Context: an optimization exercise on an open-source flow, tuned for a short achievable clock period and few clock cycles. The choices shown serve that exercise and are no tape-out recipe.
Only simulation tests tie the RTL to the original design; equivalence was not proved.
Power is estimated from default activity; no workload was simulated.

===== design/flow/run.sh =====
#!/bin/bash
# synth_recipe.tcl (not shown) runs the flow's synth.tcl, then flattens the netlist and writes it again
# the make line also repeats each setting of config.mk as NAME=value (left out here)
make -C /OpenROAD-flow-scripts/flow DESIGN_CONFIG=/design/flow/config.mk WORK_HOME=/design/flow/orfs CLKGATE_MAP_FILE= SYNTH_SCRIPT=/design/flow/synth_recipe.tcl finish

===== design/flow/config.mk =====
export PLATFORM = sky130hd
export DESIGN_NAME = engine
export DESIGN_NICKNAME = engine
export VERILOG_FILES = /design/flow/design.v
export SDC_FILE = /design/flow/constraint.sdc
export NUM_CORES = 4
export LEC_CHECK = 0
export ABC_CLOCK_PERIOD_IN_PS = 4000
export CAP_MARGIN = 20
export CORE_MARGIN = 2
export CORE_UTILIZATION = 40
export SETUP_SLACK_MARGIN = 4
export SLEW_MARGIN = 20

===== design/flow/constraint.sdc =====
create_clock -name core_clock -period 9.0 [get_ports {clock}]
set_input_delay 1.8000 -clock core_clock [delete_from_list [all_inputs] [get_ports {clock}]]
set_output_delay 1.8000 -clock core_clock [all_outputs]
set_load 0.01 [all_outputs]

===== design/flow/design.v =====
module engine_multiply
# (
            parameter            WIDTH = 32
)
(
   input    logic                clock,
   input    logic                clock_sreset,
   input    logic                en,
   input    logic                go,
   input    logic [WIDTH-1:0]    dataa,
   input    logic [WIDTH-1:0]    datab,
   output   logic                busy,
   output   logic                done,
   output   logic [WIDTH*2-1:0]  product
);
            logic [63:0]         result;
            logic [31:0]         mcand, mplier;
            logic [2:0]          count;
            logic [2:0]          na, nb, n;
            logic                swap;
            logic [35:0]         pa, pb, pa_r, pb_r;
            logic                ppv;
   function automatic logic [2:0] nbytes(input logic [31:0] x);
      nbytes = (|x[31:24]) ? 3'd4 : (|x[23:16]) ? 3'd3 : (|x[15:8]) ? 3'd2 : (|x[7:0]) ? 3'd1 : 3'd0;
   endfunction
   always_comb begin
      na = nbytes(dataa);
      nb = nbytes(datab);
      swap = (na < nb);
      n = swap ? na : nb;
      pa = mcand * mplier[31:28];
      pb = mcand * mplier[27:24];
      product = {result[55:0], 8'h00} + {24'h0, pa_r, 4'h0} + {28'h0, pb_r};
      done = busy & ppv & (count == 3'd0);
   end
   always_ff @ (posedge clock) begin
      if (clock_sreset) begin
         busy <= 1'b0;
         count <= 3'd0;
         mcand <= 32'h0;
         mplier <= 32'h0;
         result <= 64'h0;
         pa_r <= 36'h0;
         pb_r <= 36'h0;
         ppv <= 1'b0;
      end
      else if (en) begin
         if (go) begin
            mcand <= swap ? datab : dataa;
            case (n)
               3'd1: mplier <= (swap ? dataa : datab) << 24;
               3'd2: mplier <= (swap ? dataa : datab) << 16;
               3'd3: mplier <= (swap ? dataa : datab) << 8;
               default: mplier <= swap ? dataa : datab;
            endcase
            count <= n;
            result <= 64'h0;
            ppv <= 1'b0;
            busy <= 1'b1;
         end
         else if (busy) begin
            if (ppv)
               result <= product;
            if (count != 3'd0) begin
               pa_r <= pa;
               pb_r <= pb;
               ppv <= 1'b1;
               mplier <= {mplier[23:0], 8'h00};
               count <= count - 3'd1;
            end
            else begin
               ppv <= 1'b0;
               busy <= 1'b0;
            end
         end
      end
   end
endmodule
module engine_divide # (
            parameter            WIDTH = 32
)
(
   input    logic                clock,
   input    logic                clock_sreset,
   input    logic                en,
   input    logic                go,
   input    logic [WIDTH-1:0]    numerator,
   input    logic [WIDTH-1:0]    denominator,
   output   logic                busy,
   output   logic                done,
   output   logic [WIDTH-1:0]    quotient_out,
   output   logic [WIDTH-1:0]    remainder_out
);
            logic [31:0]         quotient, remainder;
            logic [31:0]         dd;
            logic [33:0]         dd3;
            logic [4:0]          zn, zd, sh, count;
            logic [31:0]         dsh;
            logic [33:0]         d3, dsh3;
            logic [34:0]         c1, c2, c3;
            logic [1:0]          q;
            logic [31:0]         r_next;
   function automatic logic [4:0] clz(input logic [31:0] x);
      clz = 5'd31;
      for (int i = 0; i < 32; i++)
         if (x[i]) clz = 5'(31 - i);
   endfunction
   always_comb begin
      zn = clz(numerator);
      zd = clz(denominator);
      sh = zd - zn;
      dsh = denominator << {sh[4:1], 1'b0};
      d3 = {2'b00, denominator} + {1'b0, denominator, 1'b0};
      dsh3 = d3 << {sh[4:1], 1'b0};
      c1 = {3'b000, remainder} - {3'b000, dd};
      c2 = {3'b000, remainder} - {2'b00, dd, 1'b0};
      c3 = {3'b000, remainder} - {1'b0, dd3};
      q = ~c3[34] ? 2'd3 : ~c2[34] ? 2'd2 : ~c1[34] ? 2'd1 : 2'd0;
      r_next = ~c3[34] ? c3[31:0] : ~c2[34] ? c2[31:0] : ~c1[34] ? c1[31:0] : remainder;
      done = busy & (count == 5'd0);
      quotient_out = {quotient[29:0], q};
      remainder_out = r_next;
   end
   always_ff @ (posedge clock) begin
      if (clock_sreset) begin
         busy <= 1'b0;
         dd <= 32'h0;
         dd3 <= 34'h0;
         count <= 5'h0;
         quotient <= 32'h0;
         remainder <= 32'h0;
      end
      else if (en) begin
         if (go) begin
            remainder <= numerator;
            quotient <= 32'h0;
            dd <= dsh;
            dd3 <= dsh3;
            count <= {1'b0, sh[4:1]};
            busy <= 1'b1;
         end
         else if (busy) begin
            remainder <= r_next;
            quotient <= {quotient[29:0], q};
            dd <= {2'b00, dd[31:2]};
            dd3 <= {2'b00, dd3[33:2]};
            count <= count - 5'd1;
            if (count == 5'd0)
               busy <= 1'b0;
         end
      end
   end
endmodule
module engine_decode (
   input    logic [29:0]         word,
   input    logic [2:0]          s,
   input    logic                pf_in,
   input    logic [31:0]         rk_in,
   output   logic [2:0]          o,
   output   logic [63:0]         dec,
   output   logic                pxo,
   output   logic                wend,
   output   logic [31:0]         keff,
   output   logic                tail_p,
   output   logic [31:0]         rk_trail
);
            logic [5:0]          sop[5];
            logic [3:0]          nib[5];
            logic [4:0]          isp, ge, np, s_oh;
            logic [5:0]          oh, koh;
            logic                hi, sign;
            logic [5:0]          op;
            logic [31:0]         rksh;
            logic [7:0]          inrun;
            logic [3:0]          nibsel[8];
   always_comb begin
      for (int i = 0; i < 5; i++) begin
         sop[i] = word[6*i +: 6];
         nib[i] = word[6*i +: 4];
         isp[i] = ~word[6*i + 5] & ~word[6*i + 4];
         ge[i] = (3'(i) >= s);
         s_oh[i] = (s == 3'(i));
      end
      hi = (s > 3'd4);
      np = ~isp & ge;
      oh[0] = np[0];
      oh[1] = np[1] & ~np[0];
      oh[2] = np[2] & ~|np[1:0];
      oh[3] = np[3] & ~|np[2:0];
      oh[4] = np[4] & ~|np[3:0];
      oh[5] = ~|np;
      o = oh[1] ? 3'd1 : oh[2] ? 3'd2 : oh[3] ? 3'd3 : oh[4] ? 3'd4 : oh[5] ? 3'd5 : 3'd0;
      for (int m = 0; m < 6; m++) begin
         koh[m] = 1'b0;
         for (int i = 0; i < 5; i++)
            if (i + m <= 5) koh[m] = koh[m] | (s_oh[i] & oh[i + m]);
      end
      pxo = ~hi & oh[5];
      tail_p = ~hi & ((oh[0] & &isp[4:1]) | (oh[1] & &isp[4:2]) | (oh[2] & &isp[4:3]) | (oh[3] & isp[4]));
      wend = hi | oh[4] | oh[5];
      sign = |(s_oh & {nib[4][3], nib[3][3], nib[2][3], nib[1][3], nib[0][3]});
      rksh = 32'h0;
      for (int m = 0; m < 6; m++)
         rksh = rksh | ({32{koh[m]}} & (rk_in << (4 * m)));
      for (int j = 0; j < 8; j++) begin
         inrun[j] = 1'b0;
         nibsel[j] = 4'h0;
         for (int i = 0; i < 5; i++)
            if (i + 1 + j <= 5) begin
               inrun[j] = inrun[j] | (oh[i + 1 + j] & ge[i]);
               nibsel[j] = nibsel[j] | ({4{oh[i + 1 + j] & ge[i]}} & nib[i]);
            end
         keff[4*j +: 4] = inrun[j] ? nibsel[j] : (pf_in | koh[0]) ? rksh[4*j +: 4] : {4{sign}};
      end
      if (hi) keff = rk_in;
      rk_trail = ({32{oh[0]}} & {{16{nib[1][3]}}, nib[1], nib[2], nib[3], nib[4]}) |
                 ({32{oh[1]}} & {{20{nib[2][3]}}, nib[2], nib[3], nib[4]}) |
                 ({32{oh[2]}} & {{24{nib[3][3]}}, nib[3], nib[4]}) |
                 ({32{oh[3]}} & {{28{nib[4][3]}}, nib[4]});
      op = ({6{oh[0]}} & sop[0]) | ({6{oh[1]}} & sop[1]) | ({6{oh[2]}} & sop[2]) |
           ({6{oh[3]}} & sop[3]) | ({6{oh[4]}} & sop[4]);
      if (hi) op = 6'h17;
      dec = pxo ? 64'h0 : (64'h1 << op);
   end
endmodule
module engine # (
            parameter            WIDTHA = 12,
            parameter            WIDTHD = 32,
            parameter            ISA = 6,
            parameter            RESET_ADDR = 'h24,
            parameter            IRQ_ADDR = 'h20,
            parameter            STACK_ADDR = 'h1e0,
            parameter            MULT_SIZE = 32,
            parameter            BARREL_SHIFT = 0
)
(
   input    logic                clock,
   input    logic                clock_sreset,
   output   logic [WIDTHA-1:0]   address,
   output   logic [WIDTHD-1:0]   writedata,
   input    logic [WIDTHD-1:0]   readdata,
   output   logic                read,
   output   logic                write,
   input    logic                waitrequest,
   input    logic [WIDTHD-1:0]   irq
);
            logic [11:0]         pc;
            logic [2:0]          slot;
            logic [31:0]         ra, rb, rc, rx, ry, rk, rt;
            logic [14:0]         ri;
            logic                pf, ef, irqf;
            logic [29:0]         ir, nb, nb2;
            logic                irv, nbv, nb2v, boot, mv_ph;
            logic [2:0]          d_o;
            logic [63:0]         d_dec;
            logic                d_pure, d_wend, d_tail_p;
            logic [31:0]         d_keff, d_rk_trail;
            logic                en;
            logic [2:0]          o_inc;
            logic [11:0]         pc_inc;
            logic [14:0]         ret_addr, jtarget;
            logic                NOP, JSR, JPZ, JMP, DUP, SWP, POP, PSH;
            logic                EXT, ZEQ, IRQ;
            logic                PUY, STY, LDY, AKX, POX, PUX, STX, LDX;
            logic                MBD, MFD, AKA, STA, LDA, AKY, POY;
            logic                DIV, MLT, XOR, IOR, AND, AGB, SUB, ADD;
            logic                SHL, SHR, MV, alu_op;
            logic                rb_zero, mul_quick, div_quick;
            logic                ra_zero, taken, trail, word_end, ready, exec, gdone;
            logic                data_rd, data_wr, fetch_ir, jfetch, prefetch;
            logic                pf_new, ef_new, irqf_new, irq_take, wr_hit_next, wr_hit_next2;
            logic [11:0]         pc_inc2;
            logic                pf_nt, nb_allp, nb_ok, nb2_ok, fuse;
            logic [31:0]         rk_nt, base_c, chain_nb;
            logic [2:0]          c_o;
            logic [63:0]         c_dec;
            logic                c_pure, c_wend, c_tail_p;
            logic [31:0]         c_keff, c_rk_trail;
            logic [29:0]         c_word;
            logic [31:0]         rk_new;
            logic [11:0]         daddr;
            logic [32:0]         adder;
            logic [31:0]         alu_result;
            logic [2:0]          a_o, b_o, b_s;
            logic [63:0]         a_dec, b_dec;
            logic                a_pure, a_wend, a_tail_p, b_pure, b_wend, b_tail_p, b_pf;
            logic [31:0]         a_keff, a_rk_trail, b_keff, b_rk_trail, b_rk;
            logic [29:0]         b_word;
            logic                mul_go, mul_busy, mul_valid;
            logic [63:0]         mul_result;
            logic                div_go, div_busy, div_valid;
            logic [31:0]         div_quot, div_rem;
   engine_multiply               multiply (
                                    .clock(clock),
                                    .clock_sreset(clock_sreset),
                                    .en(en),
                                    .go(mul_go),
                                    .dataa(ra),
                                    .datab(rb),
                                    .busy(mul_busy),
                                    .done(mul_valid),
                                    .product(mul_result)
                                 );
   engine_divide                 divide (
                                    .clock(clock),
                                    .clock_sreset(clock_sreset),
                                    .en(en),
                                    .go(div_go),
                                    .numerator(ra),
                                    .denominator(rb),
                                    .busy(div_busy),
                                    .done(div_valid),
                                    .quotient_out(div_quot),
                                    .remainder_out(div_rem)
                                 );
   engine_decode                 dec_a (
                                    .word(ir),
                                    .s(o_inc),
                                    .pf_in(1'b0),
                                    .rk_in(32'h0),
                                    .o(a_o),
                                    .dec(a_dec),
                                    .pxo(a_pure),
                                    .wend(a_wend),
                                    .keff(a_keff),
                                    .tail_p(a_tail_p),
                                    .rk_trail(a_rk_trail)
                                 );
   engine_decode                 dec_b (
                                    .word(b_word),
                                    .s(b_s),
                                    .pf_in(b_pf),
                                    .rk_in(b_rk),
                                    .o(b_o),
                                    .dec(b_dec),
                                    .pxo(b_pure),
                                    .wend(b_wend),
                                    .keff(b_keff),
                                    .tail_p(b_tail_p),
                                    .rk_trail(b_rk_trail)
                                 );
   engine_decode                 dec_c (
                                    .word(c_word),
                                    .s(3'd0),
                                    .pf_in(1'b1),
                                    .rk_in(chain_nb),
                                    .o(c_o),
                                    .dec(c_dec),
                                    .pxo(c_pure),
                                    .wend(c_wend),
                                    .keff(c_keff),
                                    .tail_p(c_tail_p),
                                    .rk_trail(c_rk_trail)
                                 );
   always_comb begin
      {NOP, JSR, JPZ, JMP, DUP, SWP, POP, PSH} = d_dec[23:16];
      {EXT, ZEQ, IRQ} = {d_dec[31], d_dec[25:24]};
      {PUY, STY, LDY, AKX, POX, PUX, STX, LDX} = d_dec[39:32];
      {MBD, MFD, AKA, STA, LDA, AKY, POY} = d_dec[46:40];
      {DIV, MLT, XOR, IOR, AND, AGB, SUB, ADD} = d_dec[55:48];
      {SHL, SHR} = d_dec[57:56];
      MV = MFD | MBD;
      alu_op = ADD | SUB | AGB | AND | IOR | XOR | SHL | SHR;
      en = ~waitrequest;
      ra_zero = ~|ra;
      pc_inc = pc + 12'd1;
      o_inc = d_o + 3'd1;
      ret_addr = (d_o == 3'd4) ? {pc_inc, 3'd0} : {pc, o_inc};
      jtarget = JSR ? ra[14:0] : d_keff[14:0];
      taken = JMP | JSR | (JPZ & ~ra_zero);
      trail = d_tail_p & ~taken;
      word_end = d_wend | trail;
      exec = irv & ~boot;
      rb_zero = ~|rb;
      mul_quick = ra_zero | rb_zero;
      div_quick = rb_zero | (ra < rb);
      ready = MV ? mv_ph : MLT ? (mul_valid | mul_quick) : DIV ? (div_valid | div_quick) : 1'b1;
      gdone = exec & ready;
      mul_go = exec & MLT & ~mul_quick & ~mul_busy;
      div_go = exec & DIV & ~div_quick & ~div_busy;
      pf_new = ~taken & (trail | d_pure);
      ef_new = ~taken & ~trail & EXT;
      irqf_new = irqf & ~IRQ;
      irq_take = (|irq) & ~pf_new & ~ef_new & ~irqf_new;
      rk_new = taken ? 32'h0 : trail ? d_rk_trail : d_pure ? d_keff : 32'h0;
      adder = {1'b0, rb} + {1'b0, ra ^ {32{SUB | AGB}}} + {32'h0, SUB | AGB};
      alu_result = AND ? (rb & ra) : IOR ? (rb | ra) : XOR ? (rb ^ ra) :
         AGB ? {32{adder[32]}} : SHL ? {ra[30:0], 1'b0} : SHR ? {1'b0, ra[31:1]} :
         adder[31:0];
      data_rd = exec & (LDX | LDY | LDA | (MV & ~mv_ph));
      data_wr = exec & (STX | STY | STA | (MV & mv_ph));
      fetch_ir = ~boot & ~irv;
      jfetch = exec & (JMP | JSR | JPZ);
      prefetch = exec & ~(nbv & nb2v) & ~data_rd & ~data_wr & ~(JMP | JSR | JPZ);
      daddr = (LDX | STX) ? rx[11:0] + d_keff[11:0] :
              (LDY | STY) ? ry[11:0] + d_keff[11:0] :
              (LDA | STA) ? ra[11:0] + d_keff[11:0] :
              mv_ph ? rc[11:0] : rb[11:0];
      read = data_rd | fetch_ir | jfetch | prefetch;
      write = data_wr;
      address = (data_rd | data_wr) ? daddr : fetch_ir ? pc : jfetch ? jtarget[14:3] : nbv ? pc_inc2 : pc_inc;
      writedata = STA ? rb : MV ? rt : ra;
      wr_hit_next = data_wr & (daddr == pc_inc);
      wr_hit_next2 = data_wr & (daddr == pc_inc2);
      pc_inc2 = pc + 12'd2;
      pf_nt = d_tail_p | d_pure;
      rk_nt = d_tail_p ? d_rk_trail : d_pure ? d_keff : 32'h0;
      base_c = pf_nt ? rk_nt : {32{nb[3]}};
      chain_nb = {base_c[11:0], nb[3:0], nb[9:6], nb[15:12], nb[21:18], nb[27:24]};
      nb_allp = ~|{nb[29:28], nb[23:22], nb[17:16], nb[11:10], nb[5:4]};
      nb_ok = nbv & ~wr_hit_next;
      nb2_ok = nb_ok & ((nb2v & ~wr_hit_next2) | prefetch);
      c_word = nb2v ? nb2 : readdata[29:0];
      fuse = nb2_ok & nb_allp;
      b_word = (irv & nbv & ~taken) ? nb : readdata[29:0];
      b_s = ~irv ? slot : taken ? jtarget[2:0] : 3'd0;
      b_pf = irv ? pf_new : pf;
      b_rk = irv ? rk_new : rk;
   end
   always_ff @ (posedge clock) begin
      if (clock_sreset) begin
         pc <= RESET_ADDR[11:0];
         slot <= 3'd0;
         ra <= 32'h0;
         rb <= 32'h0;
         rc <= 32'h0;
         rx <= 32'h0;
         ry <= 32'h0;
         rk <= 32'h0;
         rt <= 32'h0;
         ri <= 15'h0;
         pf <= 1'b0;
         ef <= 1'b0;
         irqf <= 1'b0;
         ir <= 30'h0;
         nb <= 30'h0;
         nb2 <= 30'h0;
         nb2v <= 1'b0;
         irv <= 1'b0;
         nbv <= 1'b0;
         boot <= 1'b1;
         mv_ph <= 1'b0;
         d_o <= 3'd0;
         d_dec <= 64'h0;
         d_pure <= 1'b0;
         d_wend <= 1'b0;
         d_tail_p <= 1'b0;
         d_keff <= 32'h0;
         d_rk_trail <= 32'h0;
      end
      else if (en) begin
         if (boot) begin
            boot <= 1'b0;
            if (|irq) begin
               irqf <= 1'b1;
               ri <= {pc, slot};
               pc <= IRQ_ADDR[11:0];
               slot <= 3'd0;
            end
         end
         else if (~irv) begin
            ir <= readdata[29:0];
            irv <= 1'b1;
            d_o <= b_o;
            d_dec <= b_dec;
            d_pure <= b_pure;
            d_wend <= b_wend;
            d_tail_p <= b_tail_p;
            d_keff <= b_keff;
            d_rk_trail <= b_rk_trail;
         end
         else begin
            if (exec & MV & ~mv_ph) begin
               rt <= readdata;
               mv_ph <= 1'b1;
            end
            if (prefetch) begin
               if (nbv) begin
                  nb2 <= readdata[29:0];
                  nb2v <= 1'b1;
               end
               else begin
                  nb <= readdata[29:0];
                  nbv <= 1'b1;
               end
            end
            if (wr_hit_next) begin
               nbv <= 1'b0;
               nb2v <= 1'b0;
            end
            if (wr_hit_next2)
               nb2v <= 1'b0;
            if (gdone) begin
               mv_ph <= 1'b0;
               rk <= rk_new;
               pf <= pf_new;
               ef <= ef_new;
               irqf <= irqf_new;
               if (PSH | IRQ | LDX | LDY | PUX | PUY) begin
                  rc <= rb;
                  rb <= ra;
               end
               if (POP | STX | STY | POX | POY)
                  rb <= rc;
               if (SWP)
                  rb <= ra;
               if (DUP) begin
                  rc <= rb;
                  rb <= ra;
               end
               if (PSH) ra <= d_keff;
               if (IRQ) ra <= {17'h0, ri};
               if (LDX | LDY | LDA) ra <= readdata;
               if (PUX) ra <= rx;
               if (PUY) ra <= ry;
               if (POP | STX | STY | SWP) ra <= rb;
               if (JSR) ra <= {17'h0, ret_addr};
               if (ZEQ) ra <= {32{ra_zero}};
               if (alu_op) ra <= alu_result;
               if (AKA) ra <= ra + d_keff;
               if (STA) ra <= rc;
               if (POX) rx <= ra;
               if (AKX) rx <= rx + d_keff;
               if (AKY) ry <= ry + d_keff;
               if (MV) begin
                  ra <= ra - 32'h1;
                  rc <= MBD ? rc - 32'h1 : rc + 32'h1;
               end
               if (MLT) begin
                  ra <= mul_quick ? 32'h0 : mul_result[63:32];
                  rb <= mul_quick ? 32'h0 : mul_result[31:0];
               end
               if (DIV) begin
                  ra <= div_quick ? ra : div_rem;
                  rb <= div_quick ? {32{rb_zero}} : div_quot;
               end
               if (word_end | taken) begin
                  nbv <= 1'b0;
                  nb2v <= 1'b0;
                  if (irq_take) begin
                     irqf <= 1'b1;
                     ri <= taken ? jtarget : {pc_inc, 3'd0};
                     pc <= IRQ_ADDR[11:0];
                     slot <= 3'd0;
                     irv <= 1'b0;
                  end
                  else if (~taken & fuse) begin
                     pc <= pc_inc2;
                     slot <= 3'd0;
                     rk <= chain_nb;
                     pf <= 1'b1;
                     ir <= c_word;
                     d_o <= c_o;
                     d_dec <= c_dec;
                     d_pure <= c_pure;
                     d_wend <= c_wend;
                     d_tail_p <= c_tail_p;
                     d_keff <= c_keff;
                     d_rk_trail <= c_rk_trail;
                  end
                  else begin
                     pc <= taken ? jtarget[14:3] : pc_inc;
                     slot <= taken ? jtarget[2:0] : 3'd0;
                     if (~taken & nb_ok) begin
                        nb <= prefetch ? readdata[29:0] : nb2;
                        nbv <= prefetch | (nb2v & ~wr_hit_next2);
                     end
                     if (taken | nb_ok | prefetch) begin
                        ir <= b_word;
                        d_o <= b_o;
                        d_dec <= b_dec;
                        d_pure <= b_pure;
                        d_wend <= b_wend;
                        d_tail_p <= b_tail_p;
                        d_keff <= b_keff;
                        d_rk_trail <= b_rk_trail;
                     end
                     else
                        irv <= 1'b0;
                  end
               end
               else begin
                  slot <= o_inc;
                  d_o <= a_o;
                  d_dec <= a_dec;
                  d_pure <= a_pure;
                  d_wend <= a_wend;
                  d_tail_p <= a_tail_p;
                  d_keff <= a_keff;
                  d_rk_trail <= a_rk_trail;
               end
            end
         end
      end
   end
endmodule

==> flow_metrics.env, run 1 <==
export IMPL_track_usage_pct=47.1
export IMPL_stdcell_area_mm2=0.0970
export IMPL_drc=0
export IMPL_die_y_um=449
export IMPL_firstDrtPassIters=9
export IMPL_synth_warning_count=7
export IMPL_dp_slack_ns=1.41
export IMPL_synth_cell_type_count=112
export IMPL_avgSynthCellArea_um2=7.22
export IMPL_timing_hold_ws_ns=0.453
export IMPL_synth_common_cells="nand2_1 (1,355), a21oi_1 (1,122), nor2_1 (1,009)"
export IMPL_cts_max_level=3
export IMPL_arrival_ns=3.61
export IMPL_cts_buffers=102
export IMPL_start_kind="flop"
export IMPL_post_route_min_period_ns=5.41
export IMPL_rsz0062_at_grt="yes"
export IMPL_syn_inst=11000
export IMPL_io_pins=113
export IMPL_grt_max_degree=157
export IMPL_detail_route_antenna_nets=0
export IMPL_final_nets=11800
export IMPL_cts_hold_buf=0
export IMPL_leakagePower_nw=37.9
export IMPL_yosysTopAreaCellShare_pct=19.5
export IMPL_antenna_found_initial=33
export IMPL_synth_edff_count=0
export IMPL_ys_ff_latch=771
export IMPL_async_flop_share_pct=0
export IMPL_die_width_um=449
export IMPL_outcome="complete, no violations"
export IMPL_worstSetupEndpointType="output pin"
export IMPL_first_global_vias=88900
export IMPL_hp_class="reg -> reg"
export IMPL_tritoncts="yes"
export IMPL_vdd_drop_max_mv=0.173
export IMPL_drt_wl_total_mm=504
export IMPL_yosys_area_top_type="dfxtp_1"
export IMPL_insertion_delay_ns=0.81
export IMPL_clk_pin_slew_ns=0.06
export IMPL_num_vias=97200
export IMPL_worstSetupPathType="reg -> out"
export IMPL_dieArea_mm2=0.202
export IMPL_wl_per_cell_um=36.4
export IMPL_portBuffers=112
export IMPL_rows=163
export IMPL_final_util_pct=49.2
export IMPL_cts_root_buffer="clkbuf_16"
export IMPL_start_util_pct=40.2
export IMPL_setup_tns_ns=0
export IMPL_power_density_mw_per_mm2=111
export IMPL_cts_num_sinks=771
export IMPL_setup_ws_ns=3.59
export IMPL_tightest_slew_ns=1.33
export IMPL_drv_slew=0
export IMPL_ys_seq_area_share_pct=19.5
export IMPL_hpwl_mm=356
export IMPL_drt_iter0_markers=13300
export IMPL_timing_hold_violations_final=0
export IMPL_syn_num_nets=11800
export IMPL_vias_per_cell=7.02
export IMPL_overflow=0
export IMPL_synth_area_mm2=0.0794
export IMPL_placed_area_mm2=0.0837
export IMPL_clockBufferDepth=3
export IMPL_maxCapViolCount=0
export IMPL_coreArea_mm2=0.197
export IMPL_drive_gt1_share_pct=17.1
export IMPL_yosysMostFrequentCell="nand2_1"
export IMPL_setup_viol=0
export IMPL_ys_top_cells_by_area="dfxtp_1 (19%), ha_1 (8.5%), a21oi_1 (7.1%), nand2_1 (6.4%), nor2_1 (4.8%)"
export IMPL_critPathMaxFanout=6
export IMPL_required_ns=7.20
export IMPL_max_freq_mhz=185
export IMPL_synthToLayoutAreaGrowth_pct=22.2
export IMPL_ys_flop_type="dfxtp_1"
export IMPL_routabilityCongestion=1.09
export IMPL_skew_ns=0.0795
export IMPL_fin_crit_sh_pct=60.2
export IMPL_relSlewSlack_pct=11.4
export IMPL_grt_pass1_wl_mm=689
==> per-stage QoR <==
stage / total power [mW] / std cells
3_5_place_dp: 5.66 / 13300
3_3_place_gp: 5.67 / 13200
5_1_grt: 10.9 / 13800
2_1_floorplan: 4.79 / 11000
6_report: 10.7 / 13800
4_1_cts: 10.4 / 13600
==> cells in the final DEF (no fill, tap or decap), types with 74 or more instances in the layout <==
master	netlist	routed
inv_1	401	381
o21ai_0	669	580
a211oi_1	293	247
nand2_1	1355	1311
and2_1	142	134
buf_4	3	512
nor2_1	1009	908
ha_1	536	512
and3_1	98	93
a31oi_1	141	131
clkbuf_16	0	114
mux2i_1	320	295
nor3_1	289	229
o221ai_1	130	94
a21oi_1	1122	1048
fa_1	159	154
o211ai_1	191	191
buf_6	3	83
a22oi_1	104	100
nand3_1	240	233
a221oi_1	128	95
dfxtp_1	771	706
xor2_1	130	122
nor2b_1	91	86
o22ai_1	132	115
nand2b_1	82	74
a21o_1	172	168
xnor2_1	293	284
clkdlybuf4s50_1	0	91
==> registers in the layout, indices dropped and copies added (netlist names), 34 cells and up <==
name / cells
multiply.result: 56
multiply.pa_r: 36
multiply.pb_r: 36
d_dec: 35
divide.dd3: 34
==> per-layer routing <==
| metal | routed length [um] | vias up | share of wire [%] | global-route usage [%] |
|---|---|---|---|---|
| li1 | - | 40500 | - | - |
| met1 | 177000 | 46700 | 35 | 55.0 |
| met2 | 208000 | 7458 | 41 | 69.3 |
| met3 | 60100 | 2412 | 12 | 13.3 |
| met4 | 58800 | 20 | 12 | 43.9 |
| met5 | 182 | - | 0.036 | 0 |
==> critical path: stages, from the launching register on <==
cell      delay, ns
dfxtp_4        0.42
ha_4           0.24
or4_4          0.49
a311o_2        0.45
a221oi_4       0.30
mux2i_1        0.28
nand4_1        0.15
buf_6          0.17
a21oi_4        0.17
buf_6          0.14
==> final timing paths <==
check	slack, ns	end	start	cells after the start
max	3.59	address[11]	d_keff[4]	9
min	0.45	d_dec[39]	d_dec[39]	1
max reg2reg	3.66	d_keff[0]	d_keff[0]	24
min reg2reg	0.45	d_dec[39]	d_dec[39]	1
==> final cells by class <==
type,instances,area [um2]
multi-input cells,8957,64100
clock buffers,144,2970
flip-flops and latches,771,15600
diodes,32,80.1
inverters,411,1630
fillers,19400,100000
clock inverters,36,473
repair buffers,842,8860
well taps,2640,3300
==> power by group <==
| part | switching, mW | leakage [nW] | internal [mW] |
|---|---|---|---|
| Combinational | 1.86 | 30.0 | 0.932 |
| Clock | 1.91 | 1.68 | 2.50 |
| Sequential | 0.0818 | 6.26 | 3.44 |
| Total | 3.85 | 37.9 | 6.88 |
==> cell families (layout without fill, tap and decap cells) <==
kind of cell,after synthesis,after routing,share of synthesized area (%)
AOI/OAI and AO/OA,3754,3755,30.9
xor gates and xnor gates,425,426,4.73
adders and majority gates,695,695,12.5
buffers and inverters,1268,1433,6.11
DFF,771,771,19.5
muxes,375,375,5.00
other,0,32,0
and+or+nand+nor,3700,3706,21.3
==> timing repair <==
action	in CTS	in global routing
pin swaps	189	272
buffers inserted	172	146
endpoints found under the setup margin	572	366
gates resized for setup	815	605
cloned	40	13
Testbench counts, summed over its fixed seeds: cycles 52,488.
==> inputs of run 2 (changes only) <==
--- a/design/flow/design.v
+++ b/design/flow/design.v
@@ -19,9 +19,13 @@
             logic [2:0]          na, nb, n;
             logic                swap;
-            logic [35:0]         pa, pb, pa_r, pb_r;
+            logic [39:0]         row[8], s1, c1, s2, c2, s3, c3, s4, c4, s5, c5, s6, c6, ps_r, pc_r;
+            logic [63:0]         acc_s, acc_c, acc_x;
             logic                ppv;
    function automatic logic [2:0] nbytes(input logic [31:0] x);
       nbytes = (|x[31:24]) ? 3'd4 : (|x[23:16]) ? 3'd3 : (|x[15:8]) ? 3'd2 : (|x[7:0]) ? 3'd1 : 3'd0;
    endfunction
+   function automatic logic [79:0] csa(input logic [39:0] a, input logic [39:0] b, input logic [39:0] c);
+      csa = {a ^ b ^ c, ((a & b) | (a & c) | (b & c)) << 1};
+   endfunction
    always_comb begin
       na = nbytes(dataa);
@@ -29,7 +33,16 @@
       swap = (na < nb);
       n = swap ? na : nb;
-      pa = mcand * mplier[31:28];
-      pb = mcand * mplier[27:24];
-      product = {result[55:0], 8'h00} + {24'h0, pa_r, 4'h0} + {28'h0, pb_r};
+      for (int i = 0; i < 8; i++)
+         row[i] = {8'h0, mcand & {32{mplier[24 + i]}}} << i;
+      {s1, c1} = csa(row[0], row[1], row[2]);
+      {s2, c2} = csa(row[3], row[4], row[5]);
+      {s3, c3} = csa(s1, c1, s2);
+      {s4, c4} = csa(c2, row[6], row[7]);
+      {s5, c5} = csa(s3, c3, s4);
+      {s6, c6} = csa(s5, c5, c4);
+      acc_x = {result[55:0], 8'h00};
+      acc_s = acc_x ^ {24'h0, ps_r} ^ {24'h0, pc_r};
+      acc_c = ((acc_x & {24'h0, ps_r}) | (acc_x & {24'h0, pc_r}) | ({24'h0, ps_r} & {24'h0, pc_r})) << 1;
+      product = acc_s + acc_c;
       done = busy & ppv & (count == 3'd0);
    end
@@ -41,6 +54,6 @@
          mplier <= 32'h0;
          result <= 64'h0;
-         pa_r <= 36'h0;
-         pb_r <= 36'h0;
+         ps_r <= 40'h0;
+         pc_r <= 40'h0;
          ppv <= 1'b0;
       end
@@ -63,6 +76,6 @@
                result <= product;
             if (count != 3'd0) begin
-               pa_r <= pa;
-               pb_r <= pb;
+               ps_r <= s6;
+               pc_r <= c6;
                ppv <= 1'b1;
                mplier <= {mplier[23:0], 8'h00};
@@ -95,5 +108,7 @@
             logic [31:0]         dd;
             logic [33:0]         dd3;
-            logic [4:0]          zn, zd, sh, count;
+            logic [4:0]          zn, zd, zn_r, zd_r, sh, count;
+            logic [31:0]         den;
+            logic                prep;
             logic [31:0]         dsh;
             logic [33:0]         d3, dsh3;
@@ -109,7 +124,7 @@
       zn = clz(numerator);
       zd = clz(denominator);
-      sh = zd - zn;
-      dsh = denominator << {sh[4:1], 1'b0};
-      d3 = {2'b00, denominator} + {1'b0, denominator, 1'b0};
+      sh = zd_r - zn_r;
+      dsh = den << {sh[4:1], 1'b0};
+      d3 = {2'b00, den} + {1'b0, den, 1'b0};
       dsh3 = d3 << {sh[4:1], 1'b0};
       c1 = {3'b000, remainder} - {3'b000, dd};
@@ -118,5 +133,5 @@
       q = ~c3[34] ? 2'd3 : ~c2[34] ? 2'd2 : ~c1[34] ? 2'd1 : 2'd0;
       r_next = ~c3[34] ? c3[31:0] : ~c2[34] ? c2[31:0] : ~c1[34] ? c1[31:0] : remainder;
-      done = busy & (count == 5'd0);
+      done = busy & ~prep & (count == 5'd0);
       quotient_out = {quotient[29:0], q};
       remainder_out = r_next;
@@ -125,4 +140,8 @@
       if (clock_sreset) begin
          busy <= 1'b0;
+         prep <= 1'b0;
+         den <= 32'h0;
+         zn_r <= 5'h0;
+         zd_r <= 5'h0;
          dd <= 32'h0;
          dd3 <= 34'h0;
@@ -135,8 +154,15 @@
             remainder <= numerator;
             quotient <= 32'h0;
+            den <= denominator;
+            zn_r <= zn;
+            zd_r <= zd;
+            prep <= 1'b1;
+            busy <= 1'b1;
+         end
+         else if (prep) begin
             dd <= dsh;
             dd3 <= dsh3;
             count <= {1'b0, sh[4:1]};
-            busy <= 1'b1;
+            prep <= 1'b0;
          end
          else if (busy) begin
@@ -163,5 +189,6 @@
    output   logic [31:0]         keff,
    output   logic                tail_p,
-   output   logic [31:0]         rk_trail
+   output   logic [31:0]         rk_trail,
+   output   logic [5:0]          fx
 );
             logic [5:0]          sop[5];
@@ -174,4 +201,7 @@
             logic [7:0]          inrun;
             logic [3:0]          nibsel[8];
+            logic [5:0]          ohe;
+            logic [3:0]          pa, pb_pox, pb_jsr, pb_pop, pb_swp, pb_dup, pc_pux;
+            logic                a1, b1, c1, n2;
    always_comb begin
       for (int i = 0; i < 5; i++) begin
@@ -190,5 +220,29 @@
       oh[4] = np[4] & ~|np[3:0];
       oh[5] = ~|np;
-      o = oh[1] ? 3'd1 : oh[2] ? 3'd2 : oh[3] ? 3'd3 : oh[4] ? 3'd4 : oh[5] ? 3'd5 : 3'd0;
+      op = ({6{oh[0]}} & sop[0]) | ({6{oh[1]}} & sop[1]) | ({6{oh[2]}} & sop[2]) |
+           ({6{oh[3]}} & sop[3]) | ({6{oh[4]}} & sop[4]);
+      if (hi) op = 6'h17;
+      for (int i = 0; i < 4; i++) begin
+         n2 = (sop[i + 1] == 6'h17) || (sop[i + 1] >= 6'h1A && sop[i + 1] <= 6'h1E) ||
+              (sop[i + 1] == 6'h2F) || (sop[i + 1] >= 6'h3A);
+         pa[i] = n2 & ~isp[i] & ~(sop[i] >= 6'h14 && sop[i] <= 6'h16) & (sop[i] != 6'h1F);
+         b1 = (sop[i] == 6'h10);
+         pb_pox[i] = b1 & (sop[i + 1] == 6'h23);
+         pb_jsr[i] = b1 & (sop[i + 1] == 6'h16);
+         pb_pop[i] = b1 & (sop[i + 1] == 6'h11);
+         pb_swp[i] = b1 & (sop[i + 1] == 6'h12);
+         pb_dup[i] = b1 & (sop[i + 1] == 6'h13);
+         pc_pux[i] = (sop[i] == 6'h24) & (sop[i + 1] == 6'h22);
+      end
+      fx = {|(oh[3:0] & pc_pux), |(oh[3:0] & pb_dup), |(oh[3:0] & pb_swp), |(oh[3:0] & pb_pop),
+            |(oh[3:0] & pb_jsr), |(oh[3:0] & pb_pox)};
+      if (hi) fx = 6'h0;
+      ohe = oh;
+      for (int i = 0; i < 4; i++)
+         if (oh[i] & ~hi & (pa[i] | pb_pox[i] | pb_jsr[i] | pb_pop[i] | pb_swp[i] | pb_dup[i] | pc_pux[i])) begin
+            ohe[i] = 1'b0;
+            ohe[i + 1] = 1'b1;
+         end
+      o = ohe[1] ? 3'd1 : ohe[2] ? 3'd2 : ohe[3] ? 3'd3 : ohe[4] ? 3'd4 : ohe[5] ? 3'd5 : 3'd0;
       for (int m = 0; m < 6; m++) begin
          koh[m] = 1'b0;
@@ -197,6 +251,6 @@
       end
       pxo = ~hi & oh[5];
-      tail_p = ~hi & ((oh[0] & &isp[4:1]) | (oh[1] & &isp[4:2]) | (oh[2] & &isp[4:3]) | (oh[3] & isp[4]));
-      wend = hi | oh[4] | oh[5];
+      tail_p = ~hi & ((ohe[0] & &isp[4:1]) | (ohe[1] & &isp[4:2]) | (ohe[2] & &isp[4:3]) | (ohe[3] & isp[4]));
+      wend = hi | ohe[4] | ohe[5];
       sign = |(s_oh & {nib[4][3], nib[3][3], nib[2][3], nib[1][3], nib[0][3]});
       rksh = 32'h0;
@@ -214,12 +268,9 @@
       end
       if (hi) keff = rk_in;
-      rk_trail = ({32{oh[0]}} & {{16{nib[1][3]}}, nib[1], nib[2], nib[3], nib[4]}) |
-                 ({32{oh[1]}} & {{20{nib[2][3]}}, nib[2], nib[3], nib[4]}) |
-                 ({32{oh[2]}} & {{24{nib[3][3]}}, nib[3], nib[4]}) |
-                 ({32{oh[3]}} & {{28{nib[4][3]}}, nib[4]});
-      op = ({6{oh[0]}} & sop[0]) | ({6{oh[1]}} & sop[1]) | ({6{oh[2]}} & sop[2]) |
-           ({6{oh[3]}} & sop[3]) | ({6{oh[4]}} & sop[4]);
-      if (hi) op = 6'h17;
-      dec = pxo ? 64'h0 : (64'h1 << op);
+      rk_trail = ({32{ohe[0]}} & {{16{nib[1][3]}}, nib[1], nib[2], nib[3], nib[4]}) |
+                 ({32{ohe[1]}} & {{20{nib[2][3]}}, nib[2], nib[3], nib[4]}) |
+                 ({32{ohe[2]}} & {{24{nib[3][3]}}, nib[3], nib[4]}) |
+                 ({32{ohe[3]}} & {{28{nib[4][3]}}, nib[4]});
+      dec = (pxo | |fx) ? 64'h0 : (64'h1 << op);
    end
 endmodule
@@ -256,4 +307,8 @@
             logic                d_pure, d_wend, d_tail_p;
             logic [31:0]         d_keff, d_rk_trail;
+            logic [5:0]          d_fx;
+            logic [5:0]          a_fx, b_fx, c_fx;
+            logic                PSHPOX, PSHJSR, PSHPOP, PSHSWP, PSHDUP, AKXPUX;
+            logic [31:0]         rx_k;
             logic                en;
             logic [2:0]          o_inc;
@@ -325,5 +380,6 @@
                                     .keff(a_keff),
                                     .tail_p(a_tail_p),
-                                    .rk_trail(a_rk_trail)
+                                    .rk_trail(a_rk_trail),
+                                    .fx(a_fx)
                                  );
    engine_decode                 dec_b (
@@ -338,5 +394,6 @@
                                     .keff(b_keff),
                                     .tail_p(b_tail_p),
-                                    .rk_trail(b_rk_trail)
+                                    .rk_trail(b_rk_trail),
+                                    .fx(b_fx)
                                  );
    engine_decode                 dec_c (
@@ -351,5 +408,6 @@
                                     .keff(c_keff),
                                     .tail_p(c_tail_p),
-                                    .rk_trail(c_rk_trail)
+                                    .rk_trail(c_rk_trail),
+                                    .fx(c_fx)
                                  );
    always_comb begin
@@ -361,4 +419,6 @@
       {SHL, SHR} = d_dec[57:56];
       MV = MFD | MBD;
+      {AKXPUX, PSHDUP, PSHSWP, PSHPOP, PSHJSR, PSHPOX} = d_fx;
+      rx_k = rx + d_keff;
       alu_op = ADD | SUB | AGB | AND | IOR | XOR | SHL | SHR;
       en = ~waitrequest;
@@ -368,5 +428,5 @@
       ret_addr = (d_o == 3'd4) ? {pc_inc, 3'd0} : {pc, o_inc};
       jtarget = JSR ? ra[14:0] : d_keff[14:0];
-      taken = JMP | JSR | (JPZ & ~ra_zero);
+      taken = JMP | JSR | PSHJSR | (JPZ & ~ra_zero);
       trail = d_tail_p & ~taken;
       word_end = d_wend | trail;
@@ -391,6 +451,6 @@
       data_wr = exec & (STX | STY | STA | (MV & mv_ph));
       fetch_ir = ~boot & ~irv;
-      jfetch = exec & (JMP | JSR | JPZ);
-      prefetch = exec & ~(nbv & nb2v) & ~data_rd & ~data_wr & ~(JMP | JSR | JPZ);
+      jfetch = exec & (JMP | JSR | PSHJSR | JPZ);
+      prefetch = exec & ~(nbv & nb2v) & ~data_rd & ~data_wr & ~(JMP | JSR | PSHJSR | JPZ);
       daddr = (LDX | STX) ? rx[11:0] + d_keff[11:0] :
               (LDY | STY) ? ry[11:0] + d_keff[11:0] :
@@ -448,4 +508,5 @@
          d_keff <= 32'h0;
          d_rk_trail <= 32'h0;
+         d_fx <= 6'h0;
       end
       else if (en) begin
@@ -469,4 +530,5 @@
             d_keff <= b_keff;
             d_rk_trail <= b_rk_trail;
+            d_fx <= b_fx;
          end
          else begin
@@ -521,5 +583,32 @@
                if (STA) ra <= rc;
                if (POX) rx <= ra;
-               if (AKX) rx <= rx + d_keff;
+               if (AKX) rx <= rx_k;
+               if (PSHPOX) begin
+                  ra <= d_keff;
+                  rc <= rb;
+                  rx <= d_keff;
+               end
+               if (PSHJSR) begin
+                  ra <= {17'h0, ret_addr};
+                  rb <= ra;
+                  rc <= rb;
+               end
+               if (PSHPOP)
+                  rc <= rb;
+               if (PSHSWP) begin
+                  rb <= d_keff;
+                  rc <= rb;
+               end
+               if (PSHDUP) begin
+                  ra <= d_keff;
+                  rb <= d_keff;
+                  rc <= ra;
+               end
+               if (AKXPUX) begin
+                  rx <= rx_k;
+                  ra <= rx_k;
+                  rb <= ra;
+                  rc <= rb;
+               end
                if (AKY) ry <= ry + d_keff;
                if (MV) begin
@@ -558,4 +647,5 @@
                      d_keff <= c_keff;
                      d_rk_trail <= c_rk_trail;
+                     d_fx <= c_fx;
                   end
                   else begin
@@ -575,4 +665,5 @@
                         d_keff <= b_keff;
                         d_rk_trail <= b_rk_trail;
+                        d_fx <= b_fx;
                      end
                      else
@@ -589,4 +680,5 @@
                   d_keff <= a_keff;
                   d_rk_trail <= a_rk_trail;
+                  d_fx <= a_fx;
                end
             end
--- a/design/flow/config.mk
+++ b/design/flow/config.mk
@@ -7,7 +7,7 @@
 export LEC_CHECK = 0
 export ABC_CLOCK_PERIOD_IN_PS = 4000
-export CAP_MARGIN = 20
+export CAP_MARGIN = 40
 export CORE_MARGIN = 2
 export CORE_UTILIZATION = 40
 export SETUP_SLACK_MARGIN = 4
-export SLEW_MARGIN = 20
+export SLEW_MARGIN = 40
==> flow_metrics.env, run 2 <==
export IMPL_leakagePower_nw=38.2
export IMPL_ys_top_cells_by_area="dfxtp_1 (19%), a21oi_1 (7.5%), ha_1 (6.5%), nand2_1 (6.4%), fa_1 (5.2%)"
export IMPL_num_vias=105000
export IMPL_critPathMaxFanout=9
export IMPL_yosysTopAreaCellShare_pct=19.0
export IMPL_required_ns=7.20
export IMPL_final_common_cell="nand2_1"
export IMPL_final_nets=12800
export IMPL_r2r_start="d_keff[4]"
export IMPL_largest_reg_flops=56
export IMPL_routabilityCongestion=1.10
export IMPL_hold_path_cell_count=2
export IMPL_clk_pin_slew_ns=0.06
export IMPL_wl_per_cell_um=36.3
export IMPL_cts_num_sinks=822
export IMPL_rows=170
export IMPL_vdd_drop_max_mv=0.156
export IMPL_synth_cell_type_count=130
export IMPL_overflow=0
export IMPL_synth_adder_area_share_pct=11.7
export IMPL_drt_wl_total_mm=546
export IMPL_synth_common_cells="nand2_1 (1,480), a21oi_1 (1,296), nor2_1 (1,018)"
export IMPL_yosys_area_top_type="dfxtp_1"
export IMPL_drc=0
export IMPL_switching_share_pct=35.7
export IMPL_outcome="complete, no violations"
export IMPL_dieArea_mm2=0.220
export IMPL_syn_num_nets=12800
export IMPL_synth_edff_count=0
export IMPL_ys_ff_latch=822
export IMPL_synthXorXnorAreaFrac_pct=3.76
export IMPL_grt_max_degree=138
export IMPL_synthMuxAreaShare_pct=4.43
export IMPL_worstSetupEndpointType="output pin"
export IMPL_worstSetupPathType="reg -> out"
export IMPL_hpwl_mm=395
export IMPL_syn_inst=12100
export IMPL_fin_crit_sh_pct=61.7
export IMPL_power_switching_mw=3.98
export IMPL_cts_buffers=108
export IMPL_cts_root_buffer="clkbuf_16"
export IMPL_r2r_end="ry[11]"
export IMPL_cts_max_level=3
export IMPL_tightest_slew_ns=1.03
export IMPL_final_cells=15100
export IMPL_power_frac_seq_pct=33.9
export IMPL_grt_busiest_layer="met2"
export IMPL_pwr_share_comb_pct=23.5
export IMPL_grt_pass1_wl_mm=749
export IMPL_cp_top_family="simple AND/OR/NAND/NOR gates"
export IMPL_track_usage_pct=47.3
export IMPL_antenna_found_initial=63
export IMPL_r2r_setup_slack_ns=3.51
export IMPL_clockBufferDepth=3
export IMPL_intPower_mw=7.19
export IMPL_arrival_ns=3.76
export IMPL_rsz0062_at_grt="yes"
export IMPL_power_density_mw_per_mm2=110
export IMPL_drt_iter0_markers=15500
export IMPL_first_global_vias=96700
export IMPL_firstDrtPassIters=9
export IMPL_slowest_delay_ns=0.56
export IMPL_drive_gt1_share_pct=14.5
export IMPL_synth_compound_area_share_pct=31.3
export IMPL_vias_per_cell=6.96
export IMPL_detail_route_antenna_nets=0
export IMPL_largest_register="multiply.result"
export IMPL_synth_warning_count=8
export IMPL_min_to="rt[5]"
export IMPL_critPathSlowestCell="or4_1"
export IMPL_relSlewSlack_pct=31.3
export IMPL_worst_path_buf_inv=2
export IMPL_min_delay_start="rt[5]"
export IMPL_dp_cells=14500
export IMPL_post_route_min_period_ns=5.56
export IMPL_crit_chain="buf_4 -> ha_1 -> or4_1 -> mux2i_1 -> a211o_1 -> a21oi_2 -> nor2_1 -> a21oi_1 -> a21oi_2 -> buf_2"
export IMPL_die_width_um=469
export IMPL_timing_hold_violations_final=0
export IMPL_grt_use_met2_pct=69.7
export IMPL_reg2reg_depth=39
export IMPL_setup_viol=0
export IMPL_yosysMostFrequentCell="nand2_1"
export IMPL_hp_class="reg -> reg"
export IMPL_coreArea_mm2=0.215
export IMPL_setup_tns_ns=0
export IMPL_skew_ns=0.0602
export IMPL_insertion_delay_ns=0.82
export IMPL_top_regs="multiply.result (56), multiply.ps_r (39)"
export IMPL_synthToLayoutAreaGrowth_pct=17.3
export IMPL_ys_flop_type="dfxtp_1"
export IMPL_use_met1_pct=54.8
export IMPL_clock_power_share_pct=42.5
export IMPL_avgSynthCellArea_um2=7.16
export IMPL_timing_hold_ws_ns=0.455
export IMPL_mostFrequentLayoutCells="nand2_1 (1,450), a21oi_1 (1,243), nor2_1 (961)"
export IMPL_use_met3_pct=14.2
export IMPL_cpMostUsedCell="a21oi_2"
export IMPL_maxCapViolCount=0
export IMPL_synth_simple_area_share_pct=23.0
export IMPL_die_y_um=469
export IMPL_ys_seq_area_share_pct=19.0
export IMPL_max_freq_mhz=180
export IMPL_synth_area_mm2=0.0866
export IMPL_async_flop_share_pct=0
export IMPL_io_pins=113
export IMPL_start_kind="flop"
export IMPL_tritoncts="yes"
export IMPL_drv_slew=0
export IMPL_synth_top_family_by_area="compound AO/OA/AOI/OAI gates"
export IMPL_start_util_pct=40.3
export IMPL_portBuffers=112
## run 2: worst min-delay path: cells and delay by family (launching register included)
kind,cells,cell delay (ns)
DFF,1,0.31
and+or+nand+nor,1,0.05
AOI/OAI and AO/OA,1,0.05
## run 2: what timing repair did
action                     4_1_cts  5_1_grt
gates resized for setup        507      337
setup endpoints to repair      437      327
hold buffers                     0        0
pin swaps                       88      115
gates cloned                    10        7
setup buffers                  188       91
## run 2: worst max-delay path by stage
stage                             from     endpoint  slack [ns]  cells past startpoint
after floorplan           readdata[10]    d_dec[56]        4.03                     13
after global placement    readdata[11]    d_dec[45]        1.56                     14
after detailed placement  readdata[11]    d_dec[38]        1.89                     14
after CTS                    d_keff[8]   address[9]        3.70                     10
after global routing         d_keff[4]       ry[11]        3.47                     39
final                       d_keff[11]  address[11]        3.44                     10
## run 2: final cells by class
type,count,area (um2)
fill,21600,113000
multi-input combinational,9779,67900
clock inverter,48,652
sequential,822,16600
antenna,49,123
inverter,550,2080
clock buffer,153,3140
timing repair buffer,820,7490
tap,2838,3550
## run 2: metrics by stage
step           power (mW)  area [um2]  setup slack [ns]  utilization [%]
3_3_place_gp         6.05       91000              1.56             42.3
3_5_place_dp         6.06       91300              1.89             42.5
4_1_cts              10.9       98800              3.70             46.0
6_report             11.2      102000              3.44             47.3
2_1_floorplan        5.04       86600              4.03                -
5_1_grt              11.3      101000              3.47             47.2
## run 2: logic make-up after synthesis
| family | Yosys count |
|---|---|
| buffers and inverters | 1496 |
| xor gates and xnor gates | 372 |
| DFF | 822 |
| adders and majority gates | 673 |
| AOI/OAI and AO/OA | 4133 |
| and+or+nand+nor | 4231 |
| muxes | 364 |
## run 2: per-layer routing
metal  vias to the layer above  wire length (um)
met1                     50400            195000
met4                        38             62400
met3                      2495             62500
li1                      44100                 -
met5                         -               274
met2                      7769            226000
## run 2: power groups by stage
stage / clock network [mW] / logic (mW) / registers (mW)
floorplan: 0 / 1.25 / 3.79
global placement: 0 / 2.18 / 3.87
detailed placement: 0 / 2.19 / 3.87
CTS: 4.77 / 2.32 / 3.78
global route: 4.89 / 2.64 / 3.78
finish: 4.75 / 2.63 / 3.79
Testbench counts of run 2, summed over its fixed seeds: cycles 49,085.

## port drivers added, routing unchanged
In the flow no input, the clock included, has a driving cell. The finished layouts below were timed again as built, in two steps. Step 1 sets driving cells, clkbuf_16 on the clock port and buf_2 on the other inputs (assumed; they add their load-dependent delay and slew). Step 2 times the ports against the registers' clock, not the clock port: input delays grow and output delays shrink by t, the midpoint of the rising clock arrivals with the driver on. a / b / c = no drivers / after step 1 / after step 2; a / b = the first two.
run | t (ns) | setup WS [ns] | worst setup path after step 2 | clock arrival spread, ns
run 1 | 0.871 | 3.586 / 3.484 / 3.021 | input to register | 0.080 / 0.079
run 2 | 0.896 | 3.444 / 3.341 / 3.056 | input to register | 0.062 / 0.062
After both steps every run listed still meets setup and hold. For run 1, which loses most, drivers alone change the setup slack by -0.102 ns; drivers and shift together by -0.565 ns.
